Source: an optimization exercise on an open RTL-to-GDS flow (aim: small area and a short achievable clock period). Production flows keep margins and buffers that such runs may drop. The RTL was checked by simulation tests, not by an equivalence proof against the original design. Power is estimated from default activity; no workload was simulated.

## flow/design.v (module list and top-level ports; edited modules follow where they fit)
// module calc_fa: 10 lines
// module calc_ha: 9 lines
// module mp_alu: 791 lines
module mp_alu(
    input sys_clk,
    input sys_rst,
    input issue,
    input[2:0] tag3,
    input[2:0] func3,
    input[6:0] flag7,
    input[3:0] shift,
    input[15:0] data_in1,
    input[15:0] data_in2,
    input fwd_en1,
    input fwd_en2,
    input[15:0] fwd_data1,
    input[15:0] fwd_data2,
    output wb,
    output wb32,
    output[31:0] wb_data
);
  // ...
==> flow/flow/run.sh <==
#!/bin/bash

export BUFFER_PORTS_ARGS="-buffer_cell sky130_fd_sc_hd__buf_2"
bash standard.sh > standard_flow.log 2>&1
==> flow/standard.sh <==
#!/bin/bash
# synth_recipe.tcl (not shown) runs the flow's synth.tcl, then flattens the netlist and writes it again
# the make line also repeats each setting of config.mk as NAME=value (left out here)
make -C /OpenROAD-flow-scripts/flow DESIGN_CONFIG=/design/flow/config.mk WORK_HOME=/design/flow/orfs CLKGATE_MAP_FILE= SYNTH_SCRIPT=/design/flow/synth_recipe.tcl "${@:-finish}"
==> flow/config.mk <==
export PLATFORM = sky130hd
export DESIGN_NAME = mp_alu
export DESIGN_NICKNAME = mp_alu
export VERILOG_FILES = /design/flow/design.v
export SDC_FILE = /design/flow/constraint.sdc
export NUM_CORES = 4
export LEC_CHECK = 0
export ABC_AREA = 1
export CAP_MARGIN = 20
export CORE_MARGIN = 2
export CORE_UTILIZATION = 40
export SETUP_SLACK_MARGIN = 2.5
export SLEW_MARGIN = 20
export SYNTH_HIERARCHICAL = 1
==> flow/constraint.sdc <==
create_clock -name core_clock -period 16.0 [get_ports {sys_clk}]
set_input_delay 3.2000 -clock core_clock [delete_from_list [all_inputs] [get_ports {sys_clk}]]
set_output_delay 3.2000 -clock core_clock [all_outputs]
set_load 0.01 [all_outputs]
==> flow_metrics.py, run 1 <==
metrics = {
    "sta": {
        "setup_tns_ns": 0,
        "setup_slack_ns": 2.78,
    },
    "routing": {
        "wl_met3_mm": 5.81,
        "vias": 14100,
        "dr.pass1.iters": 7,
        "wl_mm": 52.8,
        "highest_layer": "met4",
        "wl_met2_mm": 23.3,
        "drtAntennaViolNets": 0,
        "met1_length_mm": 22.1,
    },
    "placement": {
        "io_buffer_count": 116,
    },
    "final_layout": {
        "fin_util_pct": 46.3,
        "layout.cells.non_filler": 2306,
        "reg_top3": "alu_data_in1: 16 flops, alu_data_in2: 16 flops, alu_cmd: 4 flops",
        "nets": 2173,
        "biggestCellCategory": "multi-input combinational cells",
        "nClkBuffers": 5,
        "nMultiInputCombCells": 1453,
        "clock_tree_area_fraction_pct": 1.36,
        "sh_seq_area_pct": 6.11,
        "multi_input_area_share_pct": 74.8,
    },
    "worst_setup_path": {
        "cp_num_buf_inv": 11,
        "crit_start": "fwd_en1",
        "cp_slowest_cell": "fa_1",
        "setup.worst_path.end": "wb_data[9]",
        "cp_common_cell": "nand2_1",
    },
    "synthesis": {
        "ys_warn_count": 7,
        "ys_ff_latch": 43,
        "syn_inst": 1818,
        "ys_top_cells_by_count": "nand2_1, inv_1, xor2_1, nor2_1, o22ai_1",
        "synth_cell_type_count": 65,
        "synth_top_family_by_area": "adder cells",
    },
    "global_routing": {
        "globalRouteMet3Util_pct": 6.24,
        "grt_first_pass_wirelength_mm": 80.3,
        "antenna_found_initial": 2,
    },
    "outcome": {
        "status": "timing/DRC/antenna clean",
    },
    "clock_tree": {
        "cts_tree": "yes",
        "clkTransAtPathRegs_ns": 0.06,
    },
    "pwr": {
        "pg_comb_mw": 1.45,
        "p_leak_nw": 7.27,
    },
    "floorplanning": {
        "taps": 396,
        "fp.dieH_um": 180,
        "core-area_um2": 30600,
        "die_w_um": 180,
    },
}
==> module mp_alu, before the edit <==
module mp_alu(
    input sys_clk,
    input sys_rst,
    input issue,
    input[2:0] tag3,
    input[2:0] func3,
    input[6:0] flag7,
    input[3:0] shift,
    input[15:0] data_in1,
    input[15:0] data_in2,
    input fwd_en1,
    input fwd_en2,
    input[15:0] fwd_data1,
    input[15:0] fwd_data2,
    output wb,
    output wb32,
    output[31:0] wb_data
);
reg         alu_issue;
reg[2:0]    alu_tag3;
reg[2:0]    alu_func3;
reg[3:0]    alu_cmd;
reg[15:0]   alu_data_in1;
reg[15:0]   alu_data_in2;
always @(posedge sys_clk or posedge sys_rst)
begin
    if(sys_rst) alu_issue <= 0;
    else alu_issue <= issue;
end
always @(posedge sys_clk)
begin
    alu_tag3     <= tag3;
    alu_func3    <= func3;
    alu_cmd      <= func3 == 3'b101 ? flag7[3:0] : shift;
    alu_data_in1 <= data_in1;
    alu_data_in2 <= data_in2;
end
wire[15:0] A = fwd_en1 ? fwd_data1 : alu_data_in1;
wire[15:0] B = fwd_en2 ? fwd_data2 : alu_data_in2;
wire[2:0]  MODE = alu_tag3;
wire[3:0]  S = alu_cmd;
wire u_ar = alu_func3 == 3'b000;
wire u_sh = alu_func3 == 3'b010;
wire u_lu = alu_func3 == 3'b001;
wire u_bm = alu_func3 == 3'b101;
wire u_mu = alu_func3 == 3'b011;
wire bm_bfi  = u_bm && MODE == 3'b000;
wire bm_bfx  = u_bm && MODE == 3'b010;
wire bm_cmp  = u_bm && MODE == 3'b011;
wire bm_pack = u_bm && MODE == 3'b111;
wire bm_rev  = u_bm && MODE == 3'b001;
wire bm_clz  = u_bm && MODE == 3'b101;
wire bm_tbe  = u_bm && MODE == 3'b110;
wire ar_add  = u_ar && MODE == 3'b000;
wire ar_sub  = u_ar && MODE == 3'b011;
wire ar_slt  = u_ar && MODE == 3'b100;
wire ar_sltu = u_ar && MODE == 3'b110;
wire ar_mov  = u_ar && MODE[2] && MODE[0];
integer t;
wire       bf   = bm_bfi | bm_bfx;
wire[4:0]  kb   = bm_bfx ? B[3:0] + B[11:8] : {1'b0, B[11:8]};
wire       sext = A[kb[3:0]] & B[12];
reg[15:0]  bf_hi;
always @(*)
    for(t = 0; t < 16; t = t + 1) bf_hi[t] = t > kb[3:0];
wire[15:0] bf_m = (bf && !kb[4]) ? bf_hi : 16'h0;
wire[15:0] X    = (A & ~bf_m) | ({16{sext}} & bf_m);
wire[1:0]  kind = (u_ar | u_sh) ? MODE[2:1] : {1'b0, bm_bfx};
wire[3:0]  K    = (u_ar | (u_sh & MODE[0]) | bm_pack) ? S : bm_cmp ? 4'd0 : B[3:0];
wire       left = kind == 2'b00;
wire[3:0]  r    = left ? -K : K;
wire[15:0] r0   = r[0] ? {X[0],     X[15:1]} : X;
wire[15:0] r1   = r[1] ? {r0[1:0],  r0[15:2]} : r0;
wire[15:0] r2   = r[2] ? {r1[3:0],  r1[15:4]} : r1;
wire[15:0] rot  = r[3] ? {r2[7:0],  r2[15:8]} : r2;
reg[15:0]  tk, tk_rev;
always @(*)
    for(t = 0; t < 16; t = t + 1) begin
        tk[t] = t < K;
        tk_rev[t] = (15 - t) < K;
    end
wire[15:0] sh_m = left ? tk : (kind != 2'b11) ? tk_rev : 16'h0;
wire[15:0] sh_f = left ? ({16{bm_pack}} & B) : {16{(kind == 2'b10) & X[15]}};
wire[15:0] Sh   = (rot & ~sh_m) | (sh_f & sh_m);
wire       sub  = ar_sub | ar_slt | ar_sltu | bm_cmp;
wire       addb = ar_add | (u_sh & MODE[0]);
wire[15:0] Bop  = sub ? ~B : addb ? B : 16'h0;
wire[15:0] ShM  = u_mu ? 16'h0 : Sh;
wire[15:0] Sum  = mp[15:0];    
wire       sgn  = ar_slt | (bm_cmp & !S[0]);
wire       lt   = (Sh[15] ^ B[15]) ? (sgn ? Sh[15] : B[15]) : Sum[15];
reg[3:0] tt;
always @(*)
    case(MODE)
    3'b000:   tt = 4'b1110;
    3'b100:  tt = 4'b1000;
    3'b010:  tt = 4'b0110;
    3'b001:  tt = 4'b1101;
    3'b101: tt = 4'b0100;
    3'b011: tt = 4'b1001;
    default:   tt = 4'b0000;
    endcase
reg[15:0] lg;
always @(*)
    for(t = 0; t < 16; t = t + 1)
        lg[t] = A[t] ? (B[t] ? tt[3] : tt[2]) : (B[t] ? tt[1] : tt[0]);
reg[4:0] clz;
always @(*)
begin
    clz = 5'd16;
    for(t = 0; t < 16; t = t + 1)
        if(A[t]) clz = 15 - t;
end
reg[15:0] rev;
always @(*)
    for(t = 0; t < 16; t = t + 1) rev[t] = A[15 - t];
wire[15:0] tbe = {{8{A[15:8] != B[15:8]}}, {8{A[7:0] != B[7:0]}}};
wire[15:0] mx  = u_mu ? A : 16'h0;
wire       mxu = u_mu & MODE[1] & A[15];    
wire[16:0] my = {!MODE[0] & B[15], B};
wire m_neg0 = mx[1] & ~(mx[0] & 1'b0);
wire m_one0 = mx[0] ^ 1'b0;
wire m_two0 = (mx[1] & ~mx[0] & ~1'b0) | (~mx[1] & mx[0] & 1'b0);
wire m_neg1 = mx[3] & ~(mx[2] & mx[1]);
wire m_one1 = mx[2] ^ mx[1];
wire m_two1 = (mx[3] & ~mx[2] & ~mx[1]) | (~mx[3] & mx[2] & mx[1]);
wire m_neg2 = mx[5] & ~(mx[4] & mx[3]);
wire m_one2 = mx[4] ^ mx[3];
wire m_two2 = (mx[5] & ~mx[4] & ~mx[3]) | (~mx[5] & mx[4] & mx[3]);
wire m_neg3 = mx[7] & ~(mx[6] & mx[5]);
wire m_one3 = mx[6] ^ mx[5];
wire m_two3 = (mx[7] & ~mx[6] & ~mx[5]) | (~mx[7] & mx[6] & mx[5]);
wire m_neg4 = mx[9] & ~(mx[8] & mx[7]);
wire m_one4 = mx[8] ^ mx[7];
wire m_two4 = (mx[9] & ~mx[8] & ~mx[7]) | (~mx[9] & mx[8] & mx[7]);
wire m_neg5 = mx[11] & ~(mx[10] & mx[9]);
wire m_one5 = mx[10] ^ mx[9];
wire m_two5 = (mx[11] & ~mx[10] & ~mx[9]) | (~mx[11] & mx[10] & mx[9]);
wire m_neg6 = mx[13] & ~(mx[12] & mx[11]);
wire m_one6 = mx[12] ^ mx[11];
wire m_two6 = (mx[13] & ~mx[12] & ~mx[11]) | (~mx[13] & mx[12] & mx[11]);
wire m_neg7 = mx[15] & ~(mx[14] & mx[13]);
wire m_one7 = mx[14] ^ mx[13];
wire m_two7 = (mx[15] & ~mx[14] & ~mx[13]) | (~mx[15] & mx[14] & mx[13]);
wire m_pp0_0 = ((m_one0 & my[0]) | (m_two0 & 1'b0)) ^ m_neg0;
wire m_pp0_1 = ((m_one0 & my[1]) | (m_two0 & my[0])) ^ m_neg0;
wire m_pp0_2 = ((m_one0 & my[2]) | (m_two0 & my[1])) ^ m_neg0;
wire m_pp0_3 = ((m_one0 & my[3]) | (m_two0 & my[2])) ^ m_neg0;
wire m_pp0_4 = ((m_one0 & my[4]) | (m_two0 & my[3])) ^ m_neg0;
wire m_pp0_5 = ((m_one0 & my[5]) | (m_two0 & my[4])) ^ m_neg0;
wire m_pp0_6 = ((m_one0 & my[6]) | (m_two0 & my[5])) ^ m_neg0;
wire m_pp0_7 = ((m_one0 & my[7]) | (m_two0 & my[6])) ^ m_neg0;
wire m_pp0_8 = ((m_one0 & my[8]) | (m_two0 & my[7])) ^ m_neg0;
wire m_pp0_9 = ((m_one0 & my[9]) | (m_two0 & my[8])) ^ m_neg0;
wire m_pp0_10 = ((m_one0 & my[10]) | (m_two0 & my[9])) ^ m_neg0;
wire m_pp0_11 = ((m_one0 & my[11]) | (m_two0 & my[10])) ^ m_neg0;
wire m_pp0_12 = ((m_one0 & my[12]) | (m_two0 & my[11])) ^ m_neg0;
wire m_pp0_13 = ((m_one0 & my[13]) | (m_two0 & my[12])) ^ m_neg0;
wire m_pp0_14 = ((m_one0 & my[14]) | (m_two0 & my[13])) ^ m_neg0;
wire m_pp0_15 = ((m_one0 & my[15]) | (m_two0 & my[14])) ^ m_neg0;
wire m_pp0_16 = ((m_one0 & my[16]) | (m_two0 & my[15])) ^ m_neg0;
wire m_pp0_17 = ((m_one0 & my[16]) | (m_two0 & my[16])) ^ m_neg0;
wire m_pp1_0 = ((m_one1 & my[0]) | (m_two1 & 1'b0)) ^ m_neg1;
wire m_pp1_1 = ((m_one1 & my[1]) | (m_two1 & my[0])) ^ m_neg1;
wire m_pp1_2 = ((m_one1 & my[2]) | (m_two1 & my[1])) ^ m_neg1;
wire m_pp1_3 = ((m_one1 & my[3]) | (m_two1 & my[2])) ^ m_neg1;
wire m_pp1_4 = ((m_one1 & my[4]) | (m_two1 & my[3])) ^ m_neg1;
wire m_pp1_5 = ((m_one1 & my[5]) | (m_two1 & my[4])) ^ m_neg1;
wire m_pp1_6 = ((m_one1 & my[6]) | (m_two1 & my[5])) ^ m_neg1;
wire m_pp1_7 = ((m_one1 & my[7]) | (m_two1 & my[6])) ^ m_neg1;
wire m_pp1_8 = ((m_one1 & my[8]) | (m_two1 & my[7])) ^ m_neg1;
wire m_pp1_9 = ((m_one1 & my[9]) | (m_two1 & my[8])) ^ m_neg1;
wire m_pp1_10 = ((m_one1 & my[10]) | (m_two1 & my[9])) ^ m_neg1;
wire m_pp1_11 = ((m_one1 & my[11]) | (m_two1 & my[10])) ^ m_neg1;
wire m_pp1_12 = ((m_one1 & my[12]) | (m_two1 & my[11])) ^ m_neg1;
wire m_pp1_13 = ((m_one1 & my[13]) | (m_two1 & my[12])) ^ m_neg1;
wire m_pp1_14 = ((m_one1 & my[14]) | (m_two1 & my[13])) ^ m_neg1;
wire m_pp1_15 = ((m_one1 & my[15]) | (m_two1 & my[14])) ^ m_neg1;
wire m_pp1_16 = ((m_one1 & my[16]) | (m_two1 & my[15])) ^ m_neg1;
wire m_pp1_17 = ((m_one1 & my[16]) | (m_two1 & my[16])) ^ m_neg1;
wire m_pp2_0 = ((m_one2 & my[0]) | (m_two2 & 1'b0)) ^ m_neg2;
wire m_pp2_1 = ((m_one2 & my[1]) | (m_two2 & my[0])) ^ m_neg2;
wire m_pp2_2 = ((m_one2 & my[2]) | (m_two2 & my[1])) ^ m_neg2;
wire m_pp2_3 = ((m_one2 & my[3]) | (m_two2 & my[2])) ^ m_neg2;
wire m_pp2_4 = ((m_one2 & my[4]) | (m_two2 & my[3])) ^ m_neg2;
wire m_pp2_5 = ((m_one2 & my[5]) | (m_two2 & my[4])) ^ m_neg2;
wire m_pp2_6 = ((m_one2 & my[6]) | (m_two2 & my[5])) ^ m_neg2;
wire m_pp2_7 = ((m_one2 & my[7]) | (m_two2 & my[6])) ^ m_neg2;
wire m_pp2_8 = ((m_one2 & my[8]) | (m_two2 & my[7])) ^ m_neg2;
wire m_pp2_9 = ((m_one2 & my[9]) | (m_two2 & my[8])) ^ m_neg2;
wire m_pp2_10 = ((m_one2 & my[10]) | (m_two2 & my[9])) ^ m_neg2;
wire m_pp2_11 = ((m_one2 & my[11]) | (m_two2 & my[10])) ^ m_neg2;
wire m_pp2_12 = ((m_one2 & my[12]) | (m_two2 & my[11])) ^ m_neg2;
wire m_pp2_13 = ((m_one2 & my[13]) | (m_two2 & my[12])) ^ m_neg2;
wire m_pp2_14 = ((m_one2 & my[14]) | (m_two2 & my[13])) ^ m_neg2;
wire m_pp2_15 = ((m_one2 & my[15]) | (m_two2 & my[14])) ^ m_neg2;
wire m_pp2_16 = ((m_one2 & my[16]) | (m_two2 & my[15])) ^ m_neg2;
wire m_pp2_17 = ((m_one2 & my[16]) | (m_two2 & my[16])) ^ m_neg2;
wire m_pp3_0 = ((m_one3 & my[0]) | (m_two3 & 1'b0)) ^ m_neg3;
wire m_pp3_1 = ((m_one3 & my[1]) | (m_two3 & my[0])) ^ m_neg3;
wire m_pp3_2 = ((m_one3 & my[2]) | (m_two3 & my[1])) ^ m_neg3;
wire m_pp3_3 = ((m_one3 & my[3]) | (m_two3 & my[2])) ^ m_neg3;
wire m_pp3_4 = ((m_one3 & my[4]) | (m_two3 & my[3])) ^ m_neg3;
wire m_pp3_5 = ((m_one3 & my[5]) | (m_two3 & my[4])) ^ m_neg3;
wire m_pp3_6 = ((m_one3 & my[6]) | (m_two3 & my[5])) ^ m_neg3;
wire m_pp3_7 = ((m_one3 & my[7]) | (m_two3 & my[6])) ^ m_neg3;
wire m_pp3_8 = ((m_one3 & my[8]) | (m_two3 & my[7])) ^ m_neg3;
wire m_pp3_9 = ((m_one3 & my[9]) | (m_two3 & my[8])) ^ m_neg3;
wire m_pp3_10 = ((m_one3 & my[10]) | (m_two3 & my[9])) ^ m_neg3;
wire m_pp3_11 = ((m_one3 & my[11]) | (m_two3 & my[10])) ^ m_neg3;
wire m_pp3_12 = ((m_one3 & my[12]) | (m_two3 & my[11])) ^ m_neg3;
wire m_pp3_13 = ((m_one3 & my[13]) | (m_two3 & my[12])) ^ m_neg3;
wire m_pp3_14 = ((m_one3 & my[14]) | (m_two3 & my[13])) ^ m_neg3;
wire m_pp3_15 = ((m_one3 & my[15]) | (m_two3 & my[14])) ^ m_neg3;
wire m_pp3_16 = ((m_one3 & my[16]) | (m_two3 & my[15])) ^ m_neg3;
wire m_pp3_17 = ((m_one3 & my[16]) | (m_two3 & my[16])) ^ m_neg3;
wire m_pp4_0 = ((m_one4 & my[0]) | (m_two4 & 1'b0)) ^ m_neg4;
wire m_pp4_1 = ((m_one4 & my[1]) | (m_two4 & my[0])) ^ m_neg4;
wire m_pp4_2 = ((m_one4 & my[2]) | (m_two4 & my[1])) ^ m_neg4;
wire m_pp4_3 = ((m_one4 & my[3]) | (m_two4 & my[2])) ^ m_neg4;
wire m_pp4_4 = ((m_one4 & my[4]) | (m_two4 & my[3])) ^ m_neg4;
wire m_pp4_5 = ((m_one4 & my[5]) | (m_two4 & my[4])) ^ m_neg4;
wire m_pp4_6 = ((m_one4 & my[6]) | (m_two4 & my[5])) ^ m_neg4;
wire m_pp4_7 = ((m_one4 & my[7]) | (m_two4 & my[6])) ^ m_neg4;
wire m_pp4_8 = ((m_one4 & my[8]) | (m_two4 & my[7])) ^ m_neg4;
wire m_pp4_9 = ((m_one4 & my[9]) | (m_two4 & my[8])) ^ m_neg4;
wire m_pp4_10 = ((m_one4 & my[10]) | (m_two4 & my[9])) ^ m_neg4;
wire m_pp4_11 = ((m_one4 & my[11]) | (m_two4 & my[10])) ^ m_neg4;
wire m_pp4_12 = ((m_one4 & my[12]) | (m_two4 & my[11])) ^ m_neg4;
wire m_pp4_13 = ((m_one4 & my[13]) | (m_two4 & my[12])) ^ m_neg4;
wire m_pp4_14 = ((m_one4 & my[14]) | (m_two4 & my[13])) ^ m_neg4;
wire m_pp4_15 = ((m_one4 & my[15]) | (m_two4 & my[14])) ^ m_neg4;
wire m_pp4_16 = ((m_one4 & my[16]) | (m_two4 & my[15])) ^ m_neg4;
wire m_pp4_17 = ((m_one4 & my[16]) | (m_two4 & my[16])) ^ m_neg4;
wire m_pp5_0 = ((m_one5 & my[0]) | (m_two5 & 1'b0)) ^ m_neg5;
wire m_pp5_1 = ((m_one5 & my[1]) | (m_two5 & my[0])) ^ m_neg5;
wire m_pp5_2 = ((m_one5 & my[2]) | (m_two5 & my[1])) ^ m_neg5;
wire m_pp5_3 = ((m_one5 & my[3]) | (m_two5 & my[2])) ^ m_neg5;
wire m_pp5_4 = ((m_one5 & my[4]) | (m_two5 & my[3])) ^ m_neg5;
wire m_pp5_5 = ((m_one5 & my[5]) | (m_two5 & my[4])) ^ m_neg5;
wire m_pp5_6 = ((m_one5 & my[6]) | (m_two5 & my[5])) ^ m_neg5;
wire m_pp5_7 = ((m_one5 & my[7]) | (m_two5 & my[6])) ^ m_neg5;
wire m_pp5_8 = ((m_one5 & my[8]) | (m_two5 & my[7])) ^ m_neg5;
wire m_pp5_9 = ((m_one5 & my[9]) | (m_two5 & my[8])) ^ m_neg5;
wire m_pp5_10 = ((m_one5 & my[10]) | (m_two5 & my[9])) ^ m_neg5;
wire m_pp5_11 = ((m_one5 & my[11]) | (m_two5 & my[10])) ^ m_neg5;
wire m_pp5_12 = ((m_one5 & my[12]) | (m_two5 & my[11])) ^ m_neg5;
wire m_pp5_13 = ((m_one5 & my[13]) | (m_two5 & my[12])) ^ m_neg5;
wire m_pp5_14 = ((m_one5 & my[14]) | (m_two5 & my[13])) ^ m_neg5;
wire m_pp5_15 = ((m_one5 & my[15]) | (m_two5 & my[14])) ^ m_neg5;
wire m_pp5_16 = ((m_one5 & my[16]) | (m_two5 & my[15])) ^ m_neg5;
wire m_pp5_17 = ((m_one5 & my[16]) | (m_two5 & my[16])) ^ m_neg5;
wire m_pp6_0 = ((m_one6 & my[0]) | (m_two6 & 1'b0)) ^ m_neg6;
wire m_pp6_1 = ((m_one6 & my[1]) | (m_two6 & my[0])) ^ m_neg6;
wire m_pp6_2 = ((m_one6 & my[2]) | (m_two6 & my[1])) ^ m_neg6;
wire m_pp6_3 = ((m_one6 & my[3]) | (m_two6 & my[2])) ^ m_neg6;
wire m_pp6_4 = ((m_one6 & my[4]) | (m_two6 & my[3])) ^ m_neg6;
wire m_pp6_5 = ((m_one6 & my[5]) | (m_two6 & my[4])) ^ m_neg6;
wire m_pp6_6 = ((m_one6 & my[6]) | (m_two6 & my[5])) ^ m_neg6;
wire m_pp6_7 = ((m_one6 & my[7]) | (m_two6 & my[6])) ^ m_neg6;
wire m_pp6_8 = ((m_one6 & my[8]) | (m_two6 & my[7])) ^ m_neg6;
wire m_pp6_9 = ((m_one6 & my[9]) | (m_two6 & my[8])) ^ m_neg6;
wire m_pp6_10 = ((m_one6 & my[10]) | (m_two6 & my[9])) ^ m_neg6;
wire m_pp6_11 = ((m_one6 & my[11]) | (m_two6 & my[10])) ^ m_neg6;
wire m_pp6_12 = ((m_one6 & my[12]) | (m_two6 & my[11])) ^ m_neg6;
wire m_pp6_13 = ((m_one6 & my[13]) | (m_two6 & my[12])) ^ m_neg6;
wire m_pp6_14 = ((m_one6 & my[14]) | (m_two6 & my[13])) ^ m_neg6;
wire m_pp6_15 = ((m_one6 & my[15]) | (m_two6 & my[14])) ^ m_neg6;
wire m_pp6_16 = ((m_one6 & my[16]) | (m_two6 & my[15])) ^ m_neg6;
wire m_pp6_17 = ((m_one6 & my[16]) | (m_two6 & my[16])) ^ m_neg6;
wire m_pp7_0 = ((m_one7 & my[0]) | (m_two7 & 1'b0)) ^ m_neg7;
wire m_pp7_1 = ((m_one7 & my[1]) | (m_two7 & my[0])) ^ m_neg7;
wire m_pp7_2 = ((m_one7 & my[2]) | (m_two7 & my[1])) ^ m_neg7;
wire m_pp7_3 = ((m_one7 & my[3]) | (m_two7 & my[2])) ^ m_neg7;
wire m_pp7_4 = ((m_one7 & my[4]) | (m_two7 & my[3])) ^ m_neg7;
wire m_pp7_5 = ((m_one7 & my[5]) | (m_two7 & my[4])) ^ m_neg7;
wire m_pp7_6 = ((m_one7 & my[6]) | (m_two7 & my[5])) ^ m_neg7;
wire m_pp7_7 = ((m_one7 & my[7]) | (m_two7 & my[6])) ^ m_neg7;
wire m_pp7_8 = ((m_one7 & my[8]) | (m_two7 & my[7])) ^ m_neg7;
wire m_pp7_9 = ((m_one7 & my[9]) | (m_two7 & my[8])) ^ m_neg7;
wire m_pp7_10 = ((m_one7 & my[10]) | (m_two7 & my[9])) ^ m_neg7;
wire m_pp7_11 = ((m_one7 & my[11]) | (m_two7 & my[10])) ^ m_neg7;
wire m_pp7_12 = ((m_one7 & my[12]) | (m_two7 & my[11])) ^ m_neg7;
wire m_pp7_13 = ((m_one7 & my[13]) | (m_two7 & my[12])) ^ m_neg7;
wire m_pp7_14 = ((m_one7 & my[14]) | (m_two7 & my[13])) ^ m_neg7;
wire m_pp7_15 = ((m_one7 & my[15]) | (m_two7 & my[14])) ^ m_neg7;
wire m_pp7_16 = ((m_one7 & my[16]) | (m_two7 & my[15])) ^ m_neg7;
wire m_pp7_17 = ((m_one7 & my[16]) | (m_two7 & my[16])) ^ m_neg7;
wire m_px_16 = my[0] & mxu;
wire m_px_17 = my[1] & mxu;
wire m_px_18 = my[2] & mxu;
wire m_px_19 = my[3] & mxu;
wire m_px_20 = my[4] & mxu;
wire m_px_21 = my[5] & mxu;
wire m_px_22 = my[6] & mxu;
wire m_px_23 = my[7] & mxu;
wire m_px_24 = my[8] & mxu;
wire m_px_25 = my[9] & mxu;
wire m_px_26 = my[10] & mxu;
wire m_px_27 = my[11] & mxu;
wire m_px_28 = my[12] & mxu;
wire m_px_29 = my[13] & mxu;
wire m_px_30 = my[14] & mxu;
wire m_px_31 = my[15] & mxu;
wire m_k1 = ~m_px_17;
wire m_k2 = ~m_px_17;
wire m_k3 = ~m_px_20;
wire m_k4 = ~m_px_22;
wire m_k5 = ~m_px_24;
wire m_k6 = ~m_px_26;
wire m_k7 = ~m_px_28;
wire m_k8 = ~m_px_30;
wire m_s9, m_c10;
calc_ha m_s9_ha(.a(m_neg5), .b(m_pp0_10), .s(m_s9), .co(m_c10));
wire m_s11, m_c12;
calc_ha m_s11_ha(.a(m_pp0_11), .b(m_pp1_9), .s(m_s11), .co(m_c12));
wire m_s13, m_c14;
calc_fa m_s13_fa(.a(m_neg6), .b(m_pp0_12), .c(m_pp1_10), .s(m_s13), .co(m_c14));
wire m_s15, m_c16;
calc_ha m_s15_ha(.a(m_pp2_8), .b(m_pp3_6), .s(m_s15), .co(m_c16));
wire m_s17, m_c18;
calc_fa m_s17_fa(.a(m_pp0_13), .b(m_pp1_11), .c(m_pp2_9), .s(m_s17), .co(m_c18));
wire m_s19, m_c20;
calc_ha m_s19_ha(.a(m_pp3_7), .b(m_pp4_5), .s(m_s19), .co(m_c20));
wire m_s21, m_c22;
calc_fa m_s21_fa(.a(m_neg7), .b(m_pp0_14), .c(m_pp1_12), .s(m_s21), .co(m_c22));
wire m_s23, m_c24;
calc_fa m_s23_fa(.a(m_pp2_10), .b(m_pp3_8), .c(m_pp4_6), .s(m_s23), .co(m_c24));
wire m_s25, m_c26;
calc_ha m_s25_ha(.a(m_pp5_4), .b(m_pp6_2), .s(m_s25), .co(m_c26));
wire m_s27, m_c28;
calc_fa m_s27_fa(.a(m_pp0_15), .b(m_pp1_13), .c(m_pp2_11), .s(m_s27), .co(m_c28));
wire m_s29, m_c30;
calc_fa m_s29_fa(.a(m_pp3_9), .b(m_pp4_7), .c(m_pp5_5), .s(m_s29), .co(m_c30));
wire m_s31, m_c32;
calc_ha m_s31_ha(.a(m_pp6_3), .b(m_pp7_1), .s(m_s31), .co(m_c32));
wire m_s33, m_c34;
calc_fa m_s33_fa(.a(m_px_16), .b(m_pp0_16), .c(m_pp1_14), .s(m_s33), .co(m_c34));
wire m_s35, m_c36;
calc_fa m_s35_fa(.a(m_pp2_12), .b(m_pp3_10), .c(m_pp4_8), .s(m_s35), .co(m_c36));
wire m_s37, m_c38;
calc_fa m_s37_fa(.a(m_pp5_6), .b(m_pp6_4), .c(m_pp7_2), .s(m_s37), .co(m_c38));
wire m_s39, m_c40;
calc_fa m_s39_fa(.a(m_pp1_15), .b(m_pp2_13), .c(m_pp3_11), .s(m_s39), .co(m_c40));
wire m_s41, m_c42;
calc_fa m_s41_fa(.a(m_pp4_9), .b(m_pp5_7), .c(m_pp6_5), .s(m_s41), .co(m_c42));
wire m_s43, m_c44;
calc_fa m_s43_fa(.a(m_pp7_3), .b(m_k1), .c(~m_pp0_17), .s(m_s43), .co(m_c44));
wire m_s45, m_c46;
calc_fa m_s45_fa(.a(m_px_18), .b(m_pp1_16), .c(m_pp2_14), .s(m_s45), .co(m_c46));
wire m_s47, m_c48;
calc_fa m_s47_fa(.a(m_pp3_12), .b(m_pp4_10), .c(m_pp5_8), .s(m_s47), .co(m_c48));
wire m_s49, m_c50;
calc_fa m_s49_fa(.a(m_pp6_6), .b(m_pp7_4), .c(m_k2), .s(m_s49), .co(m_c50));
wire m_s51, m_c52;
calc_fa m_s51_fa(.a(m_px_19), .b(m_px_17), .c(m_pp2_15), .s(m_s51), .co(m_c52));
wire m_s53, m_c54;
calc_fa m_s53_fa(.a(m_pp3_13), .b(m_pp4_11), .c(m_pp5_9), .s(m_s53), .co(m_c54));
wire m_s55, m_c56;
calc_fa m_s55_fa(.a(m_pp6_7), .b(m_pp7_5), .c(~m_pp1_17), .s(m_s55), .co(m_c56));
wire m_s57, m_c58;
calc_fa m_s57_fa(.a(m_pp2_16), .b(m_pp3_14), .c(m_pp4_12), .s(m_s57), .co(m_c58));
wire m_s59, m_c60;
calc_fa m_s59_fa(.a(m_pp5_10), .b(m_pp6_8), .c(m_pp7_6), .s(m_s59), .co(m_c60));
wire m_s61, m_c62;
calc_fa m_s61_fa(.a(m_px_21), .b(m_px_20), .c(m_pp3_15), .s(m_s61), .co(m_c62));
wire m_s63, m_c64;
calc_fa m_s63_fa(.a(m_pp4_13), .b(m_pp5_11), .c(m_pp6_9), .s(m_s63), .co(m_c64));
wire m_s65, m_c66;
calc_fa m_s65_fa(.a(m_pp3_16), .b(m_pp4_14), .c(m_pp5_12), .s(m_s65), .co(m_c66));
wire m_s67, m_c68;
calc_fa m_s67_fa(.a(m_px_23), .b(m_px_22), .c(m_pp4_15), .s(m_s67), .co(m_c68));
wire m_s69, m_c70;
calc_ha m_s69_ha(.a(m_neg3), .b(m_pp0_6), .s(m_s69), .co(m_c70));
wire m_s71, m_c72;
calc_ha m_s71_ha(.a(m_pp0_7), .b(m_pp1_5), .s(m_s71), .co(m_c72));
wire m_s73, m_c74;
calc_fa m_s73_fa(.a(m_neg4), .b(m_pp0_8), .c(m_pp1_6), .s(m_s73), .co(m_c74));
wire m_s75, m_c76;
calc_ha m_s75_ha(.a(m_pp2_4), .b(m_pp3_2), .s(m_s75), .co(m_c76));
wire m_s77, m_c78;
calc_fa m_s77_fa(.a(m_pp0_9), .b(m_pp1_7), .c(m_pp2_5), .s(m_s77), .co(m_c78));
wire m_s79, m_c80;
calc_ha m_s79_ha(.a(m_pp3_3), .b(m_pp4_1), .s(m_s79), .co(m_c80));
wire m_s81, m_c82;
calc_fa m_s81_fa(.a(m_pp1_8), .b(m_pp2_6), .c(m_pp3_4), .s(m_s81), .co(m_c82));
wire m_s83, m_c84;
calc_fa m_s83_fa(.a(m_pp4_2), .b(m_pp5_0), .c(m_s9), .s(m_s83), .co(m_c84));
wire m_s85, m_c86;
calc_fa m_s85_fa(.a(m_pp2_7), .b(m_pp3_5), .c(m_pp4_3), .s(m_s85), .co(m_c86));
wire m_s87, m_c88;
calc_fa m_s87_fa(.a(m_pp5_1), .b(m_c10), .c(m_s11), .s(m_s87), .co(m_c88));
wire m_s89, m_c90;
calc_fa m_s89_fa(.a(m_pp4_4), .b(m_pp5_2), .c(m_pp6_0), .s(m_s89), .co(m_c90));
wire m_s91, m_c92;
calc_fa m_s91_fa(.a(m_c12), .b(m_s15), .c(m_s13), .s(m_s91), .co(m_c92));
wire m_s93, m_c94;
calc_fa m_s93_fa(.a(m_pp5_3), .b(m_pp6_1), .c(m_c16), .s(m_s93), .co(m_c94));
wire m_s95, m_c96;
calc_fa m_s95_fa(.a(m_s19), .b(m_c14), .c(m_s17), .s(m_s95), .co(m_c96));
wire m_s97, m_c98;
calc_fa m_s97_fa(.a(m_pp7_0), .b(m_c20), .c(m_s25), .s(m_s97), .co(m_c98));
wire m_s99, m_c100;
calc_fa m_s99_fa(.a(m_c18), .b(m_s21), .c(m_s23), .s(m_s99), .co(m_c100));
wire m_s101, m_c102;
calc_fa m_s101_fa(.a(m_c26), .b(m_s31), .c(m_c22), .s(m_s101), .co(m_c102));
wire m_s103, m_c104;
calc_fa m_s103_fa(.a(m_c24), .b(m_s27), .c(m_s29), .s(m_s103), .co(m_c104));
wire m_s105, m_c106;
calc_fa m_s105_fa(.a(m_c32), .b(m_c28), .c(m_c30), .s(m_s105), .co(m_c106));
wire m_s107, m_c108;
calc_fa m_s107_fa(.a(m_s33), .b(m_s35), .c(m_s37), .s(m_s107), .co(m_c108));
wire m_s109, m_c110;
calc_fa m_s109_fa(.a(m_c34), .b(m_c36), .c(m_c38), .s(m_s109), .co(m_c110));
wire m_s111, m_c112;
calc_fa m_s111_fa(.a(m_s39), .b(m_s41), .c(m_s43), .s(m_s111), .co(m_c112));
wire m_s113, m_c114;
calc_fa m_s113_fa(.a(m_c40), .b(m_c42), .c(m_c44), .s(m_s113), .co(m_c114));
wire m_s115, m_c116;
calc_fa m_s115_fa(.a(m_s45), .b(m_s47), .c(m_s49), .s(m_s115), .co(m_c116));
wire m_s117, m_c118;
calc_fa m_s117_fa(.a(m_c46), .b(m_c48), .c(m_c50), .s(m_s117), .co(m_c118));
wire m_s119, m_c120;
calc_fa m_s119_fa(.a(m_s51), .b(m_s53), .c(m_s55), .s(m_s119), .co(m_c120));
wire m_s121, m_c122;
calc_fa m_s121_fa(.a(m_k3), .b(m_c52), .c(m_c54), .s(m_s121), .co(m_c122));
wire m_s123, m_c124;
calc_fa m_s123_fa(.a(m_c56), .b(m_s57), .c(m_s59), .s(m_s123), .co(m_c124));
wire m_s125, m_c126;
calc_fa m_s125_fa(.a(m_pp7_7), .b(~m_pp2_17), .c(m_c58), .s(m_s125), .co(m_c126));
wire m_s127, m_c128;
calc_fa m_s127_fa(.a(m_c60), .b(m_s61), .c(m_s63), .s(m_s127), .co(m_c128));
wire m_s129, m_c130;
calc_fa m_s129_fa(.a(m_pp6_10), .b(m_pp7_8), .c(m_k4), .s(m_s129), .co(m_c130));
wire m_s131, m_c132;
calc_fa m_s131_fa(.a(m_c62), .b(m_c64), .c(m_s65), .s(m_s131), .co(m_c132));
wire m_s133, m_c134;
calc_fa m_s133_fa(.a(m_pp5_13), .b(m_pp6_11), .c(m_pp7_9), .s(m_s133), .co(m_c134));
wire m_s135, m_c136;
calc_fa m_s135_fa(.a(~m_pp3_17), .b(m_c66), .c(m_s67), .s(m_s135), .co(m_c136));
wire m_s137, m_c138;
calc_fa m_s137_fa(.a(m_pp4_16), .b(m_pp5_14), .c(m_pp6_12), .s(m_s137), .co(m_c138));
wire m_s139, m_c140;
calc_fa m_s139_fa(.a(m_pp7_10), .b(m_k5), .c(m_c68), .s(m_s139), .co(m_c140));
wire m_s141, m_c142;
calc_fa m_s141_fa(.a(m_px_25), .b(m_px_24), .c(m_pp5_15), .s(m_s141), .co(m_c142));
wire m_s143, m_c144;
calc_fa m_s143_fa(.a(m_pp6_13), .b(m_pp7_11), .c(~m_pp4_17), .s(m_s143), .co(m_c144));
wire m_s145, m_c146;
calc_fa m_s145_fa(.a(m_pp5_16), .b(m_pp6_14), .c(m_pp7_12), .s(m_s145), .co(m_c146));
wire m_s147, m_c148;
calc_fa m_s147_fa(.a(m_px_27), .b(m_px_26), .c(m_pp6_15), .s(m_s147), .co(m_c148));
wire m_s149, m_c150;
calc_ha m_s149_ha(.a(m_neg2), .b(m_pp0_4), .s(m_s149), .co(m_c150));
wire m_s151, m_c152;
calc_ha m_s151_ha(.a(m_pp0_5), .b(m_pp1_3), .s(m_s151), .co(m_c152));
wire m_s153, m_c154;
calc_fa m_s153_fa(.a(m_pp1_4), .b(m_pp2_2), .c(m_pp3_0), .s(m_s153), .co(m_c154));
wire m_s155, m_c156;
calc_fa m_s155_fa(.a(m_pp2_3), .b(m_pp3_1), .c(m_c70), .s(m_s155), .co(m_c156));
wire m_s157, m_c158;
calc_fa m_s157_fa(.a(m_pp4_0), .b(m_c72), .c(m_s75), .s(m_s157), .co(m_c158));
wire m_s159, m_c160;
calc_fa m_s159_fa(.a(m_c76), .b(m_s79), .c(m_c74), .s(m_s159), .co(m_c160));
wire m_s161, m_c162;
calc_fa m_s161_fa(.a(m_c80), .b(m_c78), .c(m_s81), .s(m_s161), .co(m_c162));
wire m_s163, m_c164;
calc_fa m_s163_fa(.a(m_c82), .b(m_s85), .c(m_c84), .s(m_s163), .co(m_c164));
wire m_s165, m_c166;
calc_fa m_s165_fa(.a(m_c86), .b(m_s89), .c(m_c88), .s(m_s165), .co(m_c166));
wire m_s167, m_c168;
calc_fa m_s167_fa(.a(m_c90), .b(m_s93), .c(m_c92), .s(m_s167), .co(m_c168));
wire m_s169, m_c170;
calc_fa m_s169_fa(.a(m_c94), .b(m_s97), .c(m_c96), .s(m_s169), .co(m_c170));
wire m_s171, m_c172;
calc_fa m_s171_fa(.a(m_c98), .b(m_s101), .c(m_c100), .s(m_s171), .co(m_c172));
wire m_s173, m_c174;
calc_fa m_s173_fa(.a(m_c102), .b(m_c104), .c(m_s105), .s(m_s173), .co(m_c174));
wire m_s175, m_c176;
calc_fa m_s175_fa(.a(m_c106), .b(m_s109), .c(m_c108), .s(m_s175), .co(m_c176));
wire m_s177, m_c178;
calc_fa m_s177_fa(.a(m_c110), .b(m_s113), .c(m_c112), .s(m_s177), .co(m_c178));
wire m_s179, m_c180;
calc_fa m_s179_fa(.a(m_c114), .b(m_s117), .c(m_c116), .s(m_s179), .co(m_c180));
wire m_s181, m_c182;
calc_fa m_s181_fa(.a(m_c118), .b(m_s121), .c(m_c120), .s(m_s181), .co(m_c182));
wire m_s183, m_c184;
calc_fa m_s183_fa(.a(m_c122), .b(m_s125), .c(m_c124), .s(m_s183), .co(m_c184));
wire m_s185, m_c186;
calc_fa m_s185_fa(.a(m_s129), .b(m_c126), .c(m_c128), .s(m_s185), .co(m_c186));
wire m_s187, m_c188;
calc_fa m_s187_fa(.a(m_c130), .b(m_s133), .c(m_c132), .s(m_s187), .co(m_c188));
wire m_s189, m_c190;
calc_fa m_s189_fa(.a(m_c134), .b(m_s137), .c(m_s139), .s(m_s189), .co(m_c190));
wire m_s191, m_c192;
calc_fa m_s191_fa(.a(m_c138), .b(m_s141), .c(m_s143), .s(m_s191), .co(m_c192));
wire m_s193, m_c194;
calc_fa m_s193_fa(.a(m_k6), .b(m_c142), .c(m_c144), .s(m_s193), .co(m_c194));
wire m_s195, m_c196;
calc_fa m_s195_fa(.a(m_pp7_13), .b(~m_pp5_17), .c(m_c146), .s(m_s195), .co(m_c196));
wire m_s197, m_c198;
calc_fa m_s197_fa(.a(m_pp6_16), .b(m_pp7_14), .c(m_k7), .s(m_s197), .co(m_c198));
wire m_s199, m_c200;
calc_fa m_s199_fa(.a(m_px_29), .b(m_px_28), .c(m_pp7_15), .s(m_s199), .co(m_c200));
wire m_s201, m_c202;
calc_ha m_s201_ha(.a(m_neg1), .b(m_pp0_2), .s(m_s201), .co(m_c202));
wire m_s203, m_c204;
calc_ha m_s203_ha(.a(m_pp0_3), .b(m_pp1_1), .s(m_s203), .co(m_c204));
wire m_s205, m_c206;
calc_fa m_s205_fa(.a(m_pp1_2), .b(m_pp2_0), .c(m_s149), .s(m_s205), .co(m_c206));
wire m_s207, m_c208;
calc_fa m_s207_fa(.a(m_pp2_1), .b(m_c150), .c(m_s151), .s(m_s207), .co(m_c208));
wire m_s209, m_c210;
calc_fa m_s209_fa(.a(m_c152), .b(m_s69), .c(m_s153), .s(m_s209), .co(m_c210));
wire m_s211, m_c212;
calc_fa m_s211_fa(.a(m_s71), .b(m_c154), .c(m_s155), .s(m_s211), .co(m_c212));
wire m_s213, m_c214;
calc_fa m_s213_fa(.a(m_s73), .b(m_c156), .c(m_s157), .s(m_s213), .co(m_c214));
wire m_s215, m_c216;
calc_fa m_s215_fa(.a(m_s77), .b(m_c158), .c(m_s159), .s(m_s215), .co(m_c216));
wire m_s217, m_c218;
calc_fa m_s217_fa(.a(m_c160), .b(m_s83), .c(m_s161), .s(m_s217), .co(m_c218));
wire m_s219, m_c220;
calc_fa m_s219_fa(.a(m_s87), .b(m_c162), .c(m_s163), .s(m_s219), .co(m_c220));
wire m_s221, m_c222;
calc_fa m_s221_fa(.a(m_s91), .b(m_c164), .c(m_s165), .s(m_s221), .co(m_c222));
wire m_s223, m_c224;
calc_fa m_s223_fa(.a(m_s95), .b(m_c166), .c(m_s167), .s(m_s223), .co(m_c224));
wire m_s225, m_c226;
calc_fa m_s225_fa(.a(m_s99), .b(m_c168), .c(m_s169), .s(m_s225), .co(m_c226));
wire m_s227, m_c228;
calc_fa m_s227_fa(.a(m_s103), .b(m_c170), .c(m_s171), .s(m_s227), .co(m_c228));
wire m_s229, m_c230;
calc_fa m_s229_fa(.a(m_s107), .b(m_c172), .c(m_s173), .s(m_s229), .co(m_c230));
wire m_s231, m_c232;
calc_fa m_s231_fa(.a(m_s111), .b(m_c174), .c(m_s175), .s(m_s231), .co(m_c232));
wire m_s233, m_c234;
calc_fa m_s233_fa(.a(m_s115), .b(m_c176), .c(m_s177), .s(m_s233), .co(m_c234));
wire m_s235, m_c236;
calc_fa m_s235_fa(.a(m_s119), .b(m_c178), .c(m_s179), .s(m_s235), .co(m_c236));
wire m_s237, m_c238;
calc_fa m_s237_fa(.a(m_s123), .b(m_c180), .c(m_s181), .s(m_s237), .co(m_c238));
wire m_s239, m_c240;
calc_fa m_s239_fa(.a(m_s127), .b(m_c182), .c(m_s183), .s(m_s239), .co(m_c240));
wire m_s241, m_c242;
calc_fa m_s241_fa(.a(m_s131), .b(m_c184), .c(m_s185), .s(m_s241), .co(m_c242));
wire m_s243, m_c244;
calc_fa m_s243_fa(.a(m_s135), .b(m_c186), .c(m_s187), .s(m_s243), .co(m_c244));
wire m_s245, m_c246;
calc_fa m_s245_fa(.a(m_c136), .b(m_c188), .c(m_s189), .s(m_s245), .co(m_c246));
wire m_s247, m_c248;
calc_fa m_s247_fa(.a(m_c140), .b(m_s191), .c(m_c190), .s(m_s247), .co(m_c248));
wire m_s249, m_c250;
calc_fa m_s249_fa(.a(m_s145), .b(m_c192), .c(m_s193), .s(m_s249), .co(m_c250));
wire m_s251, m_c252;
calc_fa m_s251_fa(.a(m_s147), .b(m_c194), .c(m_s195), .s(m_s251), .co(m_c252));
wire m_s253, m_c254;
calc_fa m_s253_fa(.a(m_c148), .b(m_s197), .c(m_c196), .s(m_s253), .co(m_c254));
wire m_s255, m_c256;
calc_fa m_s255_fa(.a(~m_pp6_17), .b(m_c198), .c(m_s199), .s(m_s255), .co(m_c256));
wire m_s257, m_c258;
calc_fa m_s257_fa(.a(m_pp7_16), .b(m_k8), .c(m_c200), .s(m_s257), .co(m_c258));
wire m_s259, m_c260;
calc_fa m_s259_fa(.a(m_px_31), .b(m_px_30), .c(~m_pp7_17), .s(m_s259), .co(m_c260));
wire[31:0] m_ut = {m_s259, m_s257, m_s255, m_s253, m_s251, m_s249, m_s247, m_s245, m_s243, m_s241, m_s239, m_s237, m_s235, m_s233, m_s231, m_s229, m_s227, m_s225, m_s223, m_s221, m_s219, m_s217, m_s215, m_s213, m_s211, m_s209, m_s207, m_s205, m_s203, m_s201, m_pp0_1, m_neg0};
wire[31:0] m_vt = {m_c258, m_c256, m_c254, m_c252, m_c250, m_c248, m_c246, m_c244, m_c242, m_c240, m_c238, m_c236, m_c234, m_c232, m_c230, m_c228, m_c226, m_c224, m_c222, m_c220, m_c218, m_c216, m_c214, m_c212, m_c210, m_c208, m_c206, m_c204, m_c202, m_pp1_0, 1'b0, m_pp0_0};
wire[31:0] m_u = {m_ut[31:16], m_ut[15:0] | ShM};
wire[31:0] m_v = {m_vt[31:16], m_vt[15:0] | Bop};
wire[31:0] m_g0 = m_u & m_v;
wire[31:0] m_p0 = m_u ^ m_v;
wire m_g0c = m_g0[0] | (m_p0[0] & sub);
wire m_pg261_g = m_g0[1] | (m_p0[1] & m_g0c);
wire m_pg261_p = m_p0[1] & m_p0[0];
wire m_pg262_g = m_g0[3] | (m_p0[3] & m_g0[2]);
wire m_pg262_p = m_p0[3] & m_p0[2];
wire m_pg263_g = m_g0[5] | (m_p0[5] & m_g0[4]);
wire m_pg263_p = m_p0[5] & m_p0[4];
wire m_pg264_g = m_g0[7] | (m_p0[7] & m_g0[6]);
wire m_pg264_p = m_p0[7] & m_p0[6];
wire m_pg265_g = m_g0[9] | (m_p0[9] & m_g0[8]);
wire m_pg265_p = m_p0[9] & m_p0[8];
wire m_pg266_g = m_g0[11] | (m_p0[11] & m_g0[10]);
wire m_pg266_p = m_p0[11] & m_p0[10];
wire m_pg267_g = m_g0[13] | (m_p0[13] & m_g0[12]);
wire m_pg267_p = m_p0[13] & m_p0[12];
wire m_pg268_g = m_g0[15] | (m_p0[15] & m_g0[14]);
wire m_pg268_p = m_p0[15] & m_p0[14];
wire m_pg269_g = m_g0[17] | (m_p0[17] & m_g0[16]);
wire m_pg269_p = m_p0[17] & m_p0[16];
wire m_pg270_g = m_g0[19] | (m_p0[19] & m_g0[18]);
wire m_pg270_p = m_p0[19] & m_p0[18];
wire m_pg271_g = m_g0[21] | (m_p0[21] & m_g0[20]);
wire m_pg271_p = m_p0[21] & m_p0[20];
wire m_pg272_g = m_g0[23] | (m_p0[23] & m_g0[22]);
wire m_pg272_p = m_p0[23] & m_p0[22];
wire m_pg273_g = m_g0[25] | (m_p0[25] & m_g0[24]);
wire m_pg273_p = m_p0[25] & m_p0[24];
wire m_pg274_g = m_g0[27] | (m_p0[27] & m_g0[26]);
wire m_pg274_p = m_p0[27] & m_p0[26];
wire m_pg275_g = m_g0[29] | (m_p0[29] & m_g0[28]);
wire m_pg275_p = m_p0[29] & m_p0[28];
wire m_pg276_g = m_g0[31] | (m_p0[31] & m_g0[30]);
wire m_pg276_p = m_p0[31] & m_p0[30];
wire m_pg277_g = m_g0[2] | (m_p0[2] & m_pg261_g);
wire m_pg277_p = m_p0[2] & m_pg261_p;
wire m_pg278_g = m_pg262_g | (m_pg262_p & m_pg261_g);
wire m_pg278_p = m_pg262_p & m_pg261_p;
wire m_pg279_g = m_g0[6] | (m_p0[6] & m_pg263_g);
wire m_pg279_p = m_p0[6] & m_pg263_p;
wire m_pg280_g = m_pg264_g | (m_pg264_p & m_pg263_g);
wire m_pg280_p = m_pg264_p & m_pg263_p;
wire m_pg281_g = m_g0[10] | (m_p0[10] & m_pg265_g);
wire m_pg281_p = m_p0[10] & m_pg265_p;
wire m_pg282_g = m_pg266_g | (m_pg266_p & m_pg265_g);
wire m_pg282_p = m_pg266_p & m_pg265_p;
wire m_pg283_g = m_g0[14] | (m_p0[14] & m_pg267_g);
wire m_pg283_p = m_p0[14] & m_pg267_p;
wire m_pg284_g = m_pg268_g | (m_pg268_p & m_pg267_g);
wire m_pg284_p = m_pg268_p & m_pg267_p;
wire m_pg285_g = m_g0[18] | (m_p0[18] & m_pg269_g);
wire m_pg285_p = m_p0[18] & m_pg269_p;
wire m_pg286_g = m_pg270_g | (m_pg270_p & m_pg269_g);
wire m_pg286_p = m_pg270_p & m_pg269_p;
wire m_pg287_g = m_g0[22] | (m_p0[22] & m_pg271_g);
wire m_pg287_p = m_p0[22] & m_pg271_p;
wire m_pg288_g = m_pg272_g | (m_pg272_p & m_pg271_g);
wire m_pg288_p = m_pg272_p & m_pg271_p;
wire m_pg289_g = m_g0[26] | (m_p0[26] & m_pg273_g);
wire m_pg289_p = m_p0[26] & m_pg273_p;
wire m_pg290_g = m_pg274_g | (m_pg274_p & m_pg273_g);
wire m_pg290_p = m_pg274_p & m_pg273_p;
wire m_pg291_g = m_g0[30] | (m_p0[30] & m_pg275_g);
wire m_pg291_p = m_p0[30] & m_pg275_p;
wire m_pg292_g = m_pg276_g | (m_pg276_p & m_pg275_g);
wire m_pg292_p = m_pg276_p & m_pg275_p;
wire m_pg293_g = m_g0[4] | (m_p0[4] & m_pg278_g);
wire m_pg293_p = m_p0[4] & m_pg278_p;
wire m_pg294_g = m_pg263_g | (m_pg263_p & m_pg278_g);
wire m_pg294_p = m_pg263_p & m_pg278_p;
wire m_pg295_g = m_pg279_g | (m_pg279_p & m_pg278_g);
wire m_pg295_p = m_pg279_p & m_pg278_p;
wire m_pg296_g = m_pg280_g | (m_pg280_p & m_pg278_g);
wire m_pg296_p = m_pg280_p & m_pg278_p;
wire m_pg297_g = m_g0[12] | (m_p0[12] & m_pg282_g);
wire m_pg297_p = m_p0[12] & m_pg282_p;
wire m_pg298_g = m_pg267_g | (m_pg267_p & m_pg282_g);
wire m_pg298_p = m_pg267_p & m_pg282_p;
wire m_pg299_g = m_pg283_g | (m_pg283_p & m_pg282_g);
wire m_pg299_p = m_pg283_p & m_pg282_p;
wire m_pg300_g = m_pg284_g | (m_pg284_p & m_pg282_g);
wire m_pg300_p = m_pg284_p & m_pg282_p;
wire m_pg301_g = m_g0[20] | (m_p0[20] & m_pg286_g);
wire m_pg301_p = m_p0[20] & m_pg286_p;
wire m_pg302_g = m_pg271_g | (m_pg271_p & m_pg286_g);
wire m_pg302_p = m_pg271_p & m_pg286_p;
wire m_pg303_g = m_pg287_g | (m_pg287_p & m_pg286_g);
wire m_pg303_p = m_pg287_p & m_pg286_p;
wire m_pg304_g = m_pg288_g | (m_pg288_p & m_pg286_g);
wire m_pg304_p = m_pg288_p & m_pg286_p;
wire m_pg305_g = m_g0[28] | (m_p0[28] & m_pg290_g);
wire m_pg305_p = m_p0[28] & m_pg290_p;
wire m_pg306_g = m_pg275_g | (m_pg275_p & m_pg290_g);
wire m_pg306_p = m_pg275_p & m_pg290_p;
wire m_pg307_g = m_pg291_g | (m_pg291_p & m_pg290_g);
wire m_pg307_p = m_pg291_p & m_pg290_p;
wire m_pg308_g = m_pg292_g | (m_pg292_p & m_pg290_g);
wire m_pg308_p = m_pg292_p & m_pg290_p;
wire m_pg309_g = m_g0[8] | (m_p0[8] & m_pg296_g);
wire m_pg309_p = m_p0[8] & m_pg296_p;
wire m_pg310_g = m_pg265_g | (m_pg265_p & m_pg296_g);
wire m_pg310_p = m_pg265_p & m_pg296_p;
wire m_pg311_g = m_pg281_g | (m_pg281_p & m_pg296_g);
wire m_pg311_p = m_pg281_p & m_pg296_p;
wire m_pg312_g = m_pg282_g | (m_pg282_p & m_pg296_g);
wire m_pg312_p = m_pg282_p & m_pg296_p;
wire m_pg313_g = m_pg297_g | (m_pg297_p & m_pg296_g);
wire m_pg313_p = m_pg297_p & m_pg296_p;
wire m_pg314_g = m_pg298_g | (m_pg298_p & m_pg296_g);
wire m_pg314_p = m_pg298_p & m_pg296_p;
wire m_pg315_g = m_pg299_g | (m_pg299_p & m_pg296_g);
wire m_pg315_p = m_pg299_p & m_pg296_p;
wire m_pg316_g = m_pg300_g | (m_pg300_p & m_pg296_g);
wire m_pg316_p = m_pg300_p & m_pg296_p;
wire m_pg317_g = m_g0[24] | (m_p0[24] & m_pg304_g);
wire m_pg317_p = m_p0[24] & m_pg304_p;
wire m_pg318_g = m_pg273_g | (m_pg273_p & m_pg304_g);
wire m_pg318_p = m_pg273_p & m_pg304_p;
wire m_pg319_g = m_pg289_g | (m_pg289_p & m_pg304_g);
wire m_pg319_p = m_pg289_p & m_pg304_p;
wire m_pg320_g = m_pg290_g | (m_pg290_p & m_pg304_g);
wire m_pg320_p = m_pg290_p & m_pg304_p;
wire m_pg321_g = m_pg305_g | (m_pg305_p & m_pg304_g);
wire m_pg321_p = m_pg305_p & m_pg304_p;
wire m_pg322_g = m_pg306_g | (m_pg306_p & m_pg304_g);
wire m_pg322_p = m_pg306_p & m_pg304_p;
wire m_pg323_g = m_pg307_g | (m_pg307_p & m_pg304_g);
wire m_pg323_p = m_pg307_p & m_pg304_p;
wire m_pg324_g = m_pg308_g | (m_pg308_p & m_pg304_g);
wire m_pg324_p = m_pg308_p & m_pg304_p;
wire m_pg325_g = m_g0[16] | (m_p0[16] & m_pg316_g);
wire m_pg325_p = m_p0[16] & m_pg316_p;
wire m_pg326_g = m_pg269_g | (m_pg269_p & m_pg316_g);
wire m_pg326_p = m_pg269_p & m_pg316_p;
wire m_pg327_g = m_pg285_g | (m_pg285_p & m_pg316_g);
wire m_pg327_p = m_pg285_p & m_pg316_p;
wire m_pg328_g = m_pg286_g | (m_pg286_p & m_pg316_g);
wire m_pg328_p = m_pg286_p & m_pg316_p;
wire m_pg329_g = m_pg301_g | (m_pg301_p & m_pg316_g);
wire m_pg329_p = m_pg301_p & m_pg316_p;
wire m_pg330_g = m_pg302_g | (m_pg302_p & m_pg316_g);
wire m_pg330_p = m_pg302_p & m_pg316_p;
wire m_pg331_g = m_pg303_g | (m_pg303_p & m_pg316_g);
wire m_pg331_p = m_pg303_p & m_pg316_p;
wire m_pg332_g = m_pg304_g | (m_pg304_p & m_pg316_g);
wire m_pg332_p = m_pg304_p & m_pg316_p;
wire m_pg333_g = m_pg317_g | (m_pg317_p & m_pg316_g);
wire m_pg333_p = m_pg317_p & m_pg316_p;
wire m_pg334_g = m_pg318_g | (m_pg318_p & m_pg316_g);
wire m_pg334_p = m_pg318_p & m_pg316_p;
wire m_pg335_g = m_pg319_g | (m_pg319_p & m_pg316_g);
wire m_pg335_p = m_pg319_p & m_pg316_p;
wire m_pg336_g = m_pg320_g | (m_pg320_p & m_pg316_g);
wire m_pg336_p = m_pg320_p & m_pg316_p;
wire m_pg337_g = m_pg321_g | (m_pg321_p & m_pg316_g);
wire m_pg337_p = m_pg321_p & m_pg316_p;
wire m_pg338_g = m_pg322_g | (m_pg322_p & m_pg316_g);
wire m_pg338_p = m_pg322_p & m_pg316_p;
wire m_pg339_g = m_pg323_g | (m_pg323_p & m_pg316_g);
wire m_pg339_p = m_pg323_p & m_pg316_p;
wire m_pg340_g = m_pg324_g | (m_pg324_p & m_pg316_g);
wire m_pg340_p = m_pg324_p & m_pg316_p;
wire[31:0] mp;
assign mp[0] = m_p0[0] ^ sub;
assign mp[1] = m_p0[1] ^ m_g0c;
assign mp[2] = m_p0[2] ^ m_pg261_g;
assign mp[3] = m_p0[3] ^ m_pg277_g;
assign mp[4] = m_p0[4] ^ m_pg278_g;
assign mp[5] = m_p0[5] ^ m_pg293_g;
assign mp[6] = m_p0[6] ^ m_pg294_g;
assign mp[7] = m_p0[7] ^ m_pg295_g;
assign mp[8] = m_p0[8] ^ m_pg296_g;
assign mp[9] = m_p0[9] ^ m_pg309_g;
assign mp[10] = m_p0[10] ^ m_pg310_g;
assign mp[11] = m_p0[11] ^ m_pg311_g;
assign mp[12] = m_p0[12] ^ m_pg312_g;
assign mp[13] = m_p0[13] ^ m_pg313_g;
assign mp[14] = m_p0[14] ^ m_pg314_g;
assign mp[15] = m_p0[15] ^ m_pg315_g;
assign mp[16] = m_p0[16] ^ m_pg316_g;
assign mp[17] = m_p0[17] ^ m_pg325_g;
assign mp[18] = m_p0[18] ^ m_pg326_g;
assign mp[19] = m_p0[19] ^ m_pg327_g;
assign mp[20] = m_p0[20] ^ m_pg328_g;
assign mp[21] = m_p0[21] ^ m_pg329_g;
assign mp[22] = m_p0[22] ^ m_pg330_g;
assign mp[23] = m_p0[23] ^ m_pg331_g;
assign mp[24] = m_p0[24] ^ m_pg332_g;
assign mp[25] = m_p0[25] ^ m_pg333_g;
assign mp[26] = m_p0[26] ^ m_pg334_g;
assign mp[27] = m_p0[27] ^ m_pg335_g;
assign mp[28] = m_p0[28] ^ m_pg336_g;
assign mp[29] = m_p0[29] ^ m_pg337_g;
assign mp[30] = m_p0[30] ^ m_pg338_g;
assign mp[31] = m_p0[31] ^ m_pg339_g;
wire sel_sum = ar_add | ar_sub | u_sh | bf | bm_pack;
wire sel_lt  = ar_slt | ar_sltu;
wire sel_a   = bm_cmp & (lt ^ S[1]);
wire sel_b   = ar_mov | (bm_cmp & !(lt ^ S[1]));
wire mu_hi   = u_mu & MODE[2];
wire mu_lo   = u_mu & !MODE[2];
wire alu_zero = A == 16'h0;
wire alu_wb   = !u_ar || (
                MODE == 3'b101 ?  alu_zero : (
                MODE == 3'b111 ? !alu_zero :
                1'b1));
wire alu_wb32 = u_ar ? !MODE[2] & (MODE[1] ^ MODE[0]) : (
                u_mu ? !MODE[2] & (MODE[1] | MODE[0]) : 0);
assign wb   = alu_issue && alu_wb;
assign wb32 = alu_issue && alu_wb32;
assign wb_data[15:0] = ({16{sel_sum | mu_lo}} & mp[15:0])
                     | {15'h0, sel_lt & lt}
                     | ({16{sel_a}} & A)
                     | ({16{sel_b}} & B)
                     | ({16{u_lu}} & lg)
                     | ({16{bm_rev}} & rev)
                     | ({16{bm_clz}} & {11'h0, clz})
                     | ({16{bm_tbe}} & tbe)
                     | ({16{mu_hi}} & mp[31:16])
;
assign wb_data[31:16] = {16{mu_lo}} & mp[31:16];
endmodule
==> run 2, diff against run 1 <==
--- a/flow/design.v
+++ b/flow/design.v
@@ -111,4 +111,7 @@
 reg[3:0] tt;
 always @(*)
+    if(bm_cmp)      tt = (lt ^ S[1]) ? 4'b1100 : 4'b1010;   
+    else if(ar_mov) tt = 4'b1010;                           
+    else
     case(MODE)
     3'b000:   tt = 4'b1110;
@@ -784,6 +787,5 @@
 wire sel_sum = ar_add | ar_sub | u_sh | bf | bm_pack;
 wire sel_lt  = ar_slt | ar_sltu;
-wire sel_a   = bm_cmp & (lt ^ S[1]);
-wire sel_b   = ar_mov | (bm_cmp & !(lt ^ S[1]));
+wire sel_lg  = u_lu | bm_cmp | ar_mov;
 wire mu_hi   = u_mu & MODE[2];
 wire mu_lo   = u_mu & !MODE[2];
@@ -799,7 +801,5 @@
 assign wb_data[15:0] = ({16{sel_sum | mu_lo}} & mp[15:0])
                      | {15'h0, sel_lt & lt}
-                     | ({16{sel_a}} & A)
-                     | ({16{sel_b}} & B)
-                     | ({16{u_lu}} & lg)
+                     | ({16{sel_lg}} & lg)
                      | ({16{bm_rev}} & rev)
                      | ({16{bm_clz}} & {11'h0, clz})
==> flow_metrics.py, run 2 <==
metrics = {
    "floorplanning": {
        "core-area_um2": 29900,
        "die-area_um2": 32000,
        "ios": 120,
        "start_util_pct": 40.9,
        "fp.dieH_um": 179,
        "die_w_um": 179,
        "rows": 63,
    },
    "routing": {
        "dr.pass1.iters": 5,
        "drc": 0,
        "drt-initial-drc-count": 1568,
        "vias": 13500,
        "via_per_inst": 5.90,
        "routedWlPerCell_um": 21.5,
        "drtAntennaViolNets": 0,
        "wl_mm": 49.3,
    },
    "final_layout": {
        "layout.cells.non_filler": 2293,
        "nets": 2167,
        "antenna_cells": 0,
        "fin_util_pct": 47.6,
        "mostFrequentLayoutCells": "nand2_1, inv_1, nor2_1",
        "reg_top3": "alu_data_in1: 16 flops, alu_data_in2: 16 flops, alu_cmd: 4 flops",
        "syn2layout_area_growth_pct": 16.4,
        "final_common_cell": "nand2_1",
        "drive_gt1_share_pct": 19.6,
    },
    "global_routing": {
        "grt_max_degree": 36,
        "groute.usage.overall_pct": 30.6,
        "first_global_vias": 12900,
        "grt_overflow": 0,
        "antenna_found_initial": 0,
        "grt_first_pass_wirelength_mm": 74.5,
    },
    "synthesis": {
        "ys_async_sr_fraction_pct": 2.33,
        "ys_seq_area_share_pct": 7.08,
        "synth_cell_type_count": 58,
        "synth_top_family_by_area": "adder cells",
        "synthXorXnorAreaFrac_pct": 11.2,
        "synthMuxAreaShare_pct": 0.532,
        "yosys.area.top_type_share_pct": 19.5,
        "yosys.area.top_type": "fa_1",
        "ys_top_cells_by_count": "nand2_1, inv_1, nor2_1, xor2_1, nand3_1",
        "syn_inst": 1780,
        "synth_compound_area_share_pct": 22.4,
        "synth.most_common_cell": "nand2_1",
        "syn_avg_cell_area_um2": 6.87,
        "synth_fa_ha_area_share_pct": 25.6,
        "ys_warn_count": 7,
        "synth_top_flop_cell": "dfxtp_1",
        "syn-num-nets": 2045,
        "synth_area_um2": 12200,
        "ys_ff_latch": 43,
        "yosys-top-cells-area": "fa_1, xor2_1, nand2_1",
        "yosys.area_share.simple_pct": 23.2,
        "synth_edf_count": 0,
    },
    "sta": {
        "setup_tns_ns": 0,
        "timing.fmax_ghz": 0.0753,
        "finalSetupViolCount": 0,
        "min_period_ns": 13.29,
        "fin_crit_sh_pct": 83.0,
        "finalMaxSlewViolations": 0,
        "worst_pin_slew_ns": 0.930,
        "rsz0062_at_grt": "no",
        "final-hold-violation-count": 0,
        "relSlewSlack_pct": 37.9,
    },
    "pwr": {
        "power_density_nw_per_um2": 121,
        "irDropWorstVdd_mv": 0.119,
        "power.switching_uw": 1000,
        "switching_share_pct": 58.1,
        "p_int_uw": 720,
        "total_power_mw": 1.72,
        "clkPwrFrac_pct": 6.8,
        "p_comb_share_pct": 86.4,
        "p_leak_nw": 7.28,
        "power_frac_seq_pct": 6.8,
    },
    "clock_tree": {
        "clkTransAtPathRegs_ns": 0.06,
        "clockRootBuffer": "clkbuf_16",
        "cts_htree_levels": 2,
        "clock-sinks": 43,
        "cts_buffers": 5,
        "cts_max_path_buffers": 2,
        "cts_tree": "yes",
    },
    "placement": {
        "place_congestion": 0.990,
        "dp.cells": 2239,
        "dp.final_hpwl_mm": 36.8,
        "io_buffer_count": 116,
    },
    "worst_setup_path": {
        "cp_data_required_time_ns": 12.80,
        "crit_path_max_incr_delay_ns": 0.61,
        "cp_slowest_cell": "fa_2",
        "cp_num_buf_inv": 18,
        "end_kind": "output port",
        "crit_family": "simple AND/OR/NAND/NOR gates",
        "crit_fanout": 16,
        "crit_type": "input port to output port",
        "start_kind": "input port",
        "worst-endpoint-arrival_ns": 10.09,
    },
    "outcome": {
        "status": "timing/DRC/antenna clean",
    },
    "min_path": {
        "min_path_type": "input port to async pin",
    },
    "job": {
        "cap_viol_max_count": 0,
    },
}
-- run 2: cell families after synthesis --
logic type | after synthesis
compound gates | 451
xor+xnor | 155
fa+ha+maj | 179
buf+inv | 309
flops | 43
mux | 6
simple gates | 637
-- run 2: worst max path at each step --
stage,endpoint,depth (start not counted),from,slack [ns]
detailed placement,wb_data[1],55,fwd_en2,1.41
finish,wb_data[0],54,fwd_en2,2.71
CTS,wb_data[1],57,fwd_en2,2.50
global placement,wb_data[1],55,fwd_en2,1.56
floorplan,wb_data[1],54,fwd_en2,3.61
global route,wb_data[0],56,fwd_en2,2.41
-- run 2: metal layers --
metal	track usage (%)	vias to the layer above	share of wire, %
li1	-	6269	-
met1	42.5	6330	41
met2	45.4	780	43
met3	5.47	143	10
met4	15.1	0	5.5
met5	0	-	0
-- run 2: timing repair --
item | CTS | global route
buffers inserted | 17 | 27
cloned | 0 | 2
endpoints found under the setup margin | 32 | 31
pin swaps | 6 | 22
hold buffers | 0 | 0
resized for setup | 35 | 67
-- run 2: per-stage QoR --
step	hold WS (ns)	instance area, µm²	worst slack (ns)
2_1_floorplan	2.93	12200	3.61
3_3_place_gp	3.04	13300	1.56
3_5_place_dp	3.04	13300	1.41
4_1_cts	2.73	13700	2.50
5_1_grt	2.73	14200	2.41
6_report	2.73	14200	2.71
-- run 2: per-module statistics from Yosys (local to each module, per instance) --
module	times used	cells inside
calc_fa	112	1
mp_alu	1	1654
calc_ha	14	1
-- run 2: layout make-up --
cell class	count	area, µm²
Clock inverter	3	47.5
Clock buffer	5	125
Inverter	208	806
Fill cell	2995	15700
Sequential cell	43	866
Tap cell	390	488
Multi-Input combinational cell	1428	10500
Timing Repair Buffer	216	1420
-- run 2: power by group through the flow --
stage	Sequential (mW)	Clock [mW]	Combinational (mW)
finish	0.117	0.117	1.49
global route	0.117	0.124	1.61
CTS	0.116	0.120	1.36
detailed placement	0.119	0	1.31
global placement	0.119	0	1.30
floorplan	0.117	0	0.857

Check on run 2: ideal ports give 2.715 ns setup slack; a clkbuf_16 on the clock port and buf_2 on the inputs give 2.627 ns; moving port delays by the midpoint clock arrival (0.321 ns) as well gives 2.627 ns.
